Background: an optimization exercise with open tools, aiming at a short achievable clock period and few clock cycles. Do not read the settings as production practice.
Function was checked by simulation only, so behaviour that the tests miss may differ from the original.
Power figures rest on the tool's default switching activity, not on a simulated workload.

// smm
module smm #(parameter N = 12, parameter LN = 4)
          (input clk, reset,
           input [7:0] readdata,
           output we,
           output [15:0] address,
           output [7:0] writedata);
  reg s_f, s_hi, s_lo, s_ld, s_st;
  reg k_ld, k_st;           
  reg [4:0] kj;             
  reg [15:0] PC;            
  reg [15:0] A;             
  reg [7:0] H;              
  reg [7:0] AC, R;
  reg zq;                   
  reg we_q;
  reg hq;                   
  reg [4:0] kq;             
  reg [15:0] tq;            
  reg hzq;                  
  reg [N-1:0] RT;           
  reg [N-1:0] cv;
  reg [15:0] ctag [0:N-1];
  reg [22:0] cdat [0:N-1];  
  reg [LN-1:0] ptr;
  reg [N-1:0] R1, R3;       
  reg [N*N-1:0] ST;         
  reg [N*N-1:0] SI;         
  reg [N-1:0] INV;          
  reg [15:0] PC1, PC3;      
  function [15:0] add16(input [15:0] a, b, input cin);
    reg [15:0] g, p, pp;
    integer k, s;
    begin
      g = a & b;
      p = a ^ b;
      pp = p;
      g[0] = g[0] | (p[0] & cin);
      for (s = 1; s < 16; s = s * 2)
        for (k = 15; k >= s; k = k - 1) begin
          g[k] = g[k] | (pp[k] & g[k-s]);
          pp[k] = pp[k] & pp[k-s];
        end
      add16 = p ^ {g[14:0], cin};
    end
  endfunction
  wire [7:0] op = readdata;
  wire valid = (op[7:4] == 4'h0);
  wire z = zq;
  wire o_ld = valid & (op[3:0] == 4'h1);
  wire o_st = valid & (op[3:0] == 4'h2);
  wire o_jp = valid & (op[3:0] == 4'h5);
  wire o_jz = valid & (op[3:0] == 4'h6);
  wire o_jn = valid & (op[3:0] == 4'h7);
  ...
clock: 5.0 ns
lec_check: 0
cap_margin: 20
core_margin: 2
core_utilization: 50
place_density: 0.65
setup_slack_margin: 2.0
slew_margin: 20
synth_hierarchical: 1
tns_end_percent: 100
run.sh (not shown) runs the stock make flow with config.mk's settings and CLKGATE_MAP_FILE= SYNTH_SCRIPT=/design/flow/synth_recipe.tcl, a recipe that flattens the netlist after the stock synthesis.
Testbench counts at the start, summed over its fixed seeds: cycles 46,810.
Next try:
--- a/flow/design.v
+++ b/flow/design.v
@@ -107,28 +107,28 @@
   wire [15:0] a3 = (h3 & d3[21]) ? d3[15:0] : PC3;
   wire [15:0] at = (ht & dt[21]) ? dt[15:0] : tq;
   wire sel_t = s_f & hq & c_tk;
   wire sel_1 = s_f & ~hq & ~nt;
   wire lhit = sel_t ? ht : (sel_1 ? h1 : h3);
   wire [22:0] ldat = sel_t ? dt : (sel_1 ? d1 : d3);
   wire [N-1:0] rtn = sel_t ? tt : (sel_1 ? t1 : t3);
   wire [N-1:0] invc = sel_t ? it : (sel_1 ? i1 : i3);
   wire [15:0] anext = sel_t ? at : (sel_1 ? a1 : a3);
   wire [15:0] npc = sel_t ? tq : (sel_1 ? PC1 : PC3);
   wire [N-1:0] q_t1, q_t3, q_p2, q_p3, q_p4, q_p6;
-  smm_cmp #(N) ct1(.tags(tags), .a(add16(tq, 16'd1, 1'b0)), .m(q_t1));
-  smm_cmp #(N) ct3(.tags(tags), .a(add16(tq, 16'd3, 1'b0)), .m(q_t3));
-  smm_cmp #(N) cp2(.tags(tags), .a(add16(PC, 16'd2, 1'b0)), .m(q_p2));
+  smm_jcmp #(N, 1) ct1(.tags(tags), .h(tq[15:8]), .l(tq[7:0]), .m(q_t1));
+  smm_jcmp #(N, 3) ct3(.tags(tags), .h(tq[15:8]), .l(tq[7:0]), .m(q_t3));
+  smm_jcmp #(N, 2) cp2(.tags(tags), .h(PC[15:8]), .l(PC[7:0]), .m(q_p2));
   smm_cmp #(N) cp3(.tags(tags), .a(PC3), .m(q_p3));
-  smm_cmp #(N) cp4(.tags(tags), .a(PC4), .m(q_p4));
-  smm_cmp #(N) cp6(.tags(tags), .a(add16(PC, 16'd6, 1'b0)), .m(q_p6));
+  smm_jcmp #(N, 4) cp4(.tags(tags), .h(PC[15:8]), .l(PC[7:0]), .m(q_p4));
+  smm_jcmp #(N, 6) cp6(.tags(tags), .h(PC[15:8]), .l(PC[7:0]), .m(q_p6));
   wire r_1 = s_f & ~hq & simple;
   wire r_w = (s_f & ~hq & three) | s_hi | s_lo;
   wire [N-1:0] fmask = s_lo ? ~({{(N-1){1'b0}}, 1'b1} << ptr) : {N{1'b1}};
   wire [N-1:0] r1n = (sel_t ? q_t1 : (r_1 ? q_p2 : q_p4)) & fmask;
   wire [N-1:0] r3n = (sel_t ? q_t3 : (r_1 ? q_p4 : (r_w ? q_p3 : q_p6))) & fmask;
   wire use_l = (s_f & (hq | simple | nt)) | s_ld | s_st;
   wire fill = s_lo;
   wire [15:0] jt = {H, readdata};
   wire [7:0] H1 = H + 8'd1;
   wire [8:0] jl1 = {1'b0, readdata} + 9'd1;
   wire [8:0] jl3 = {1'b0, readdata} + 9'd3;
@@ -141,23 +141,23 @@
   wire [15:0] PC2 = add16(PC, 16'd2, 1'b0);
   wire [15:0] PC4 = add16(PC, 16'd4, 1'b0);
   wire [15:0] PC5 = add16(PC, 16'd5, 1'b0);
   wire hzf = k_st & ((jt == PC3) | (jt == PC4) | (jt == PC5));
   wire [N-1:0] q_j1, q_j3;
   smm_jcmp #(N, 1) cj1(.tags(tags), .h(H), .l(readdata), .m(q_j1));
   smm_jcmp #(N, 3) cj3(.tags(tags), .h(H), .l(readdata), .m(q_j3));
   wire [N-1:0] wrow, c0, c1, c2;
   smm_wcmp #(N) cw(.tags(tags), .h(H), .l(readdata), .m(wrow));
   smm_cmp #(N) cc0(.tags(addrs), .a(PC), .m(c0));
   smm_cmp #(N) cc1(.tags(addrs), .a(PC1), .m(c1));
-  smm_cmp #(N) cc2(.tags(addrs), .a(PC2), .m(c2));
+  smm_jcmp #(N, 2) cc2(.tags(addrs), .h(PC[15:8]), .l(PC[7:0]), .m(c2));
   wire [N-1:0] wcol = c0 | c1 | c2;
   wire wself = (jt == PC) | (jt == PC1) | (jt == PC2);
   reg [N-1:0] cvn;
   integer i, j;
   always @(*)
     for (i = 0; i < N; i = i + 1)
       cvn[i] = (fill & (ptr == i)) | (cv[i] & ~(we_q & INV[i]));
   wire [N-1:0] pmask = {{(N-1){1'b0}}, 1'b1} << ptr;
   wire [N-1:0] invs = (wrow & ~pmask) | (wself ? pmask : {N{1'b0}});
   always @(posedge clk, posedge reset)
     if (reset) begin
Effect:
- critical path depth went down by 4
- die area rose by 14%
- power is higher by 5.0%
- worst setup slack improved by 0.098 ns
- maximum frequency rises by 2.8%
Testbench counts after the change, summed over its fixed seeds: cycles 46,810.

==> what the ideal ports hide <==
No port has a modelled driver above. Below, the same layouts with a new extraction and two added sets of constraints. Step 1: set_driving_cell puts a clkbuf_16 on clk and a buf_2 on each other input, an assumption about the parent block. Step 2, shift: input delay + t, output delay - t, t = (earliest + latest rising clock arrival at the registers) / 2. This alone moves slack from input paths to output paths. Three values: ideal, step 1, step 2; two values: the first two.
run	t, ns	slack for setup (ns)	worst setup path at the end
the first run	0.990	1.396 / 1.396 / 0.622	input to register
the second run	1.010	1.494 / 1.384 / 0.374	input to register
After both steps setup and hold are still met in every run listed. The setup slack of the second run, which loses most, moves by -0.110 ns with the drivers and by -1.120 ns with both steps.
